This design comes from an exercise in tuning for small area and a short achievable clock period on the open sky130 flow, not from production work. In this exercise RTL edits were held to simulation tests only and were not proved equivalent to the original. Power is estimated from default activity; no workload was simulated.

$ cat flow/config.mk
export PLATFORM = sky130hd
export DESIGN_NAME = matmul
export DESIGN_NICKNAME = matmul
export VERILOG_FILES = /design/flow/design.v
export SDC_FILE = /design/flow/constraint.sdc
export NUM_CORES = 4
export LEC_CHECK = 0
export CAP_MARGIN = 20
export CORE_MARGIN = 2
export CORE_UTILIZATION = 40
export SLEW_MARGIN = 20
$ cat flow/constraint.sdc
create_clock -name core_clock -period 10.0 [get_ports {clk}]
set_input_delay 2.0000 -clock core_clock [delete_from_list [all_inputs] [get_ports {clk}]]
set_output_delay 2.0000 -clock core_clock [all_outputs]
set_load 0.01 [all_outputs]
$ cat flow/design.v
module matmul(A,B,y,clk);    
    input logic [31:0] A;
    input logic [31:0] B;
    output logic [31:0] y;
	 input logic clk;
    logic [7:0] A1 [0:1][0:1];
    logic [7:0] B1 [0:1][0:1];
    logic [7:0] y1 [0:1][0:1]; 
    integer i,j,k;
    always @(posedge clk)  
    begin
        {A1[0][0],A1[0][1],A1[1][0],A1[1][1]} = A;
        {B1[0][0],B1[0][1],B1[1][0],B1[1][1]} = B;
        i = 0;
        j = 0;
        k = 0;
        {y1[0][0],y1[0][1],y1[1][0],y1[1][1]} = 32'd0; 
        for(i=0;i < 2;i=i+1)
            for(j=0;j < 2;j=j+1)
                for(k=0;k < 2;k=k+1)
                    y1[i][j] = y1[i][j] + (A1[i][k] * B1[k][j]);
        y = {y1[0][0],y1[0][1],y1[1][0],y1[1][1]};            
    end 
endmodule
$ cat flow/run.sh
#!/bin/bash
# synth_recipe.tcl (not shown) runs the flow's synth.tcl, then flattens the netlist and writes it again
# the make line also repeats each setting of config.mk as NAME=value (left out here)
make -C /OpenROAD-flow-scripts/flow DESIGN_CONFIG=/design/flow/config.mk WORK_HOME=/design/flow/orfs CLKGATE_MAP_FILE= SYNTH_SCRIPT=/design/flow/synth_recipe.tcl finish
==> summary.txt <==
metal layers:
layer | track usage | vias to the layer above | share of wire
li1 | - | 2930 | -
met1 | 0.2764 | 3082 | 0.44
met2 | 0.3477 | 136 | 0.49
met3 | 0.02591 | 18 | 0.055
met4 | 0.04340 | 2 | 0.014
met5 | 0 | - | 0.00061
worst paths after layout:
kind,start,to,slack (ns),cells past startpoint
min,B[16],y[16]$_DFF_P_,2.71,4
max,B[25],y[15]$_DFF_P_,3.04,15
worst max-delay path, cell delays in order:
cell and delay, ns:
clkdlybuf4s50_1 0.82, nand2_1 0.15, fa_1 0.53, fa_1 0.53, fa_1 0.52, inv_1 0.05, fa_1 0.46, fa_1 0.54
inv_1 0.05, fa_1 0.42, xor2_1 0.16, xnor2_1 0.19, xnor2_1 0.16, xnor3_1 0.35, xnor3_1 0.18
kinds of logic after synthesis:
family,Yosys count,share of synthesized area
AND/OR/NAND/NOR,296,0.1732
adder cells (fa/ha/maj),264,0.4974
buffers and inverters,214,0.09481
XOR/XNOR,116,0.1452
flip-flops,32,0.07526
AO/OA/AOI/OAI,20,0.01411
power groups by stage:
stage	Clock (mW)	Combinational (mW)	Sequential, mW
2_1_floorplan	0	1.14	0.251
3_3_place_gp	0	1.52	0.225
3_5_place_dp	0	1.57	0.224
4_1_cts	0.177	1.58	0.222
5_1_grt	0.179	1.75	0.226
6_report	0.168	1.54	0.221
cell usage after synthesis (all sizes together):
cell	n	area share
xnor3	16	0.042
ha	140	0.21
inv	180	0.079
xor2	21	0.022
xnor2	79	0.081
nand2	143	0.063
fa	124	0.29
and2	145	0.11
buf	1	0.00059
a21oi	12	0.0071
dfxtp	32	0.075
o21bai	4	0.0035
nor2	8	0.0035
a21o	4	0.0035
clkbuf	33	0.015
per-stage QoR:
stage	cells	area, um2	hold slack [ns]	setup WS, ns	util
3_3_place_gp	1280	9693	2.736	2.790	0.4626
3_5_place_dp	1280	9693	2.737	2.737	0.4626
5_1_grt	1287	9846	2.714	2.796	0.4698
6_report	1287	9846	2.707	3.041	0.4698
4_1_cts	1287	9846	2.694	3.044	0.4698
2_1_floorplan	942	8512	2.233	3.534	-
final cells by class:
cell class                 count  area, um2
fill                        2118      11110
multi-input combinational    696       7064
timing repair buffer          97      968.4
inverter                     180      675.6
sequential                    32      640.6
tap                          275      344.1
clock buffer                   7      152.6
==> impl_metrics.tcl <==
set metrics [dict create \
    critPathKind "in2reg" \
    min-delay-path-class "in2reg" \
    h-tree-depth 2 \
    final_nets 1341 \
    rows 53 \
    worstSetupEndpointType "register" \
    cts_tree "yes" \
    cts.clk_slew.worst_paths_ns 0.06 \
    synth_cell_types 16 \
    p_clk_frac 0.087 \
    cts_max_path_buffers 2 \
    outcome "complete, no violations" \
    firstDrtPassIters 4 \
    final_layout_size_suffix_gt1_frac 0.007905 \
    switchingPower_mw 0.7763 \
    die_height_um 149.9 \
    ctsHoldBuffers 0 \
    grt_pass1_wl_um 34720 \
    cts_root_buf "clkbuf_16" \
    wl_per_cell_um 16.57 \
    grt-ovfl-total 0 \
    max_cap_violations 0 \
    largest_reg_flops 32 \
    synth_area_um2 8512 \
    coreArea_um2 20960 \
    peakVddDrop_v 0.00009544 \
    ys_ff_latch 32 \
    drt-vias-per-instance 4.793 \
    p_sw_frac 0.4017 \
    io_pins 97 \
    cp_max_fo 14 \
    drc 0 \
    crit_arrival_ns 7.14 \
    crit_path_start_kind "primary input" \
    syn_avg_cell_area_um2 9.036 \
    hold_viol 0 \
    p_int_mw 1.156 \
    antenna_found_initial 1 \
    cts-buffers-inserted 5 \
    place.gp.congestion 0.8260 \
    io_buffers 96 \
    grt_start_max_net_pins 17 \
    clock-sinks 32 \
    slew_headroom 0.5112 \
    seqPwrFrac 0.114 \
    routed_wl_um 21320 \
    dpl.hpwl_um 17590 \
    fp.dieW_um 149.9 \
    layout_common_cells "inv_1 (180), and2_1 (145), nand2_1 (143), ha_1 (140), fa_1 (124)" \
    grt_pass1_vias 6528 \
    period_share 0.6959 \
    leakagePower_nw 4.823 \
    powerDensity_nw_per_um2 196.3 \
    syn2layout_area_growth_pct 15.67 \
    finalSetupTns_ns 0 \
    antenna_cells 0 \
    rsz0062_at_grt "no" \
    syn-num-nets 1271 \
    p_comb_frac 0.799 \
    drt_iter0_drc 346 \
    drv_slew 0 \
    die_area_um2 22460 \
    fmax_ghz 0.1437 \
    vias 6168 \
    start_util 0.4062 \
    final.min_clock_period_ns 6.959 \
    tightest_slew_ns 0.7309 \
    cts_resized 0 \
    cts_setup_buffers 0 \
    fin_total_pwr_mw 1.933 \
    yosysSeqAreaShare 0.07526 \
    yosys_warnings 4 \
    final_common_cell "inv_1" \
    setup_violations 0 \
    cp.required_ns 10.18 \
    drtAntennaViolNets 0 \
    syn-instance-count 942 \
    grtUsageTotal 0.2036 \
]

-- port drivers added, routing unchanged --
No port has a modelled driver above. Below, the same layout with a new extraction and two added sets of constraints.
Step 1 sets driving cells, clkbuf_16 on the clock port and buf_2 on the other inputs (assumed; they add their load-dependent delay and slew).
Step 2 also shifts input and output timing later by t, the mid clock arrival at the registers, as if the neighbouring blocks saw the same clock.
Three values: ideal, step 1, step 2; two values: the first two.
t, ns: 0.340
setup WS [ns]: 3.041 / 3.061 / 2.721
worst data-port slew with drivers (ns): 0.06
cell pins on the clock port's net: 1
After both steps setup and hold are still met in this run. For this run, drivers alone change the setup slack by +0.020 ns; drivers and shift together by -0.320 ns.
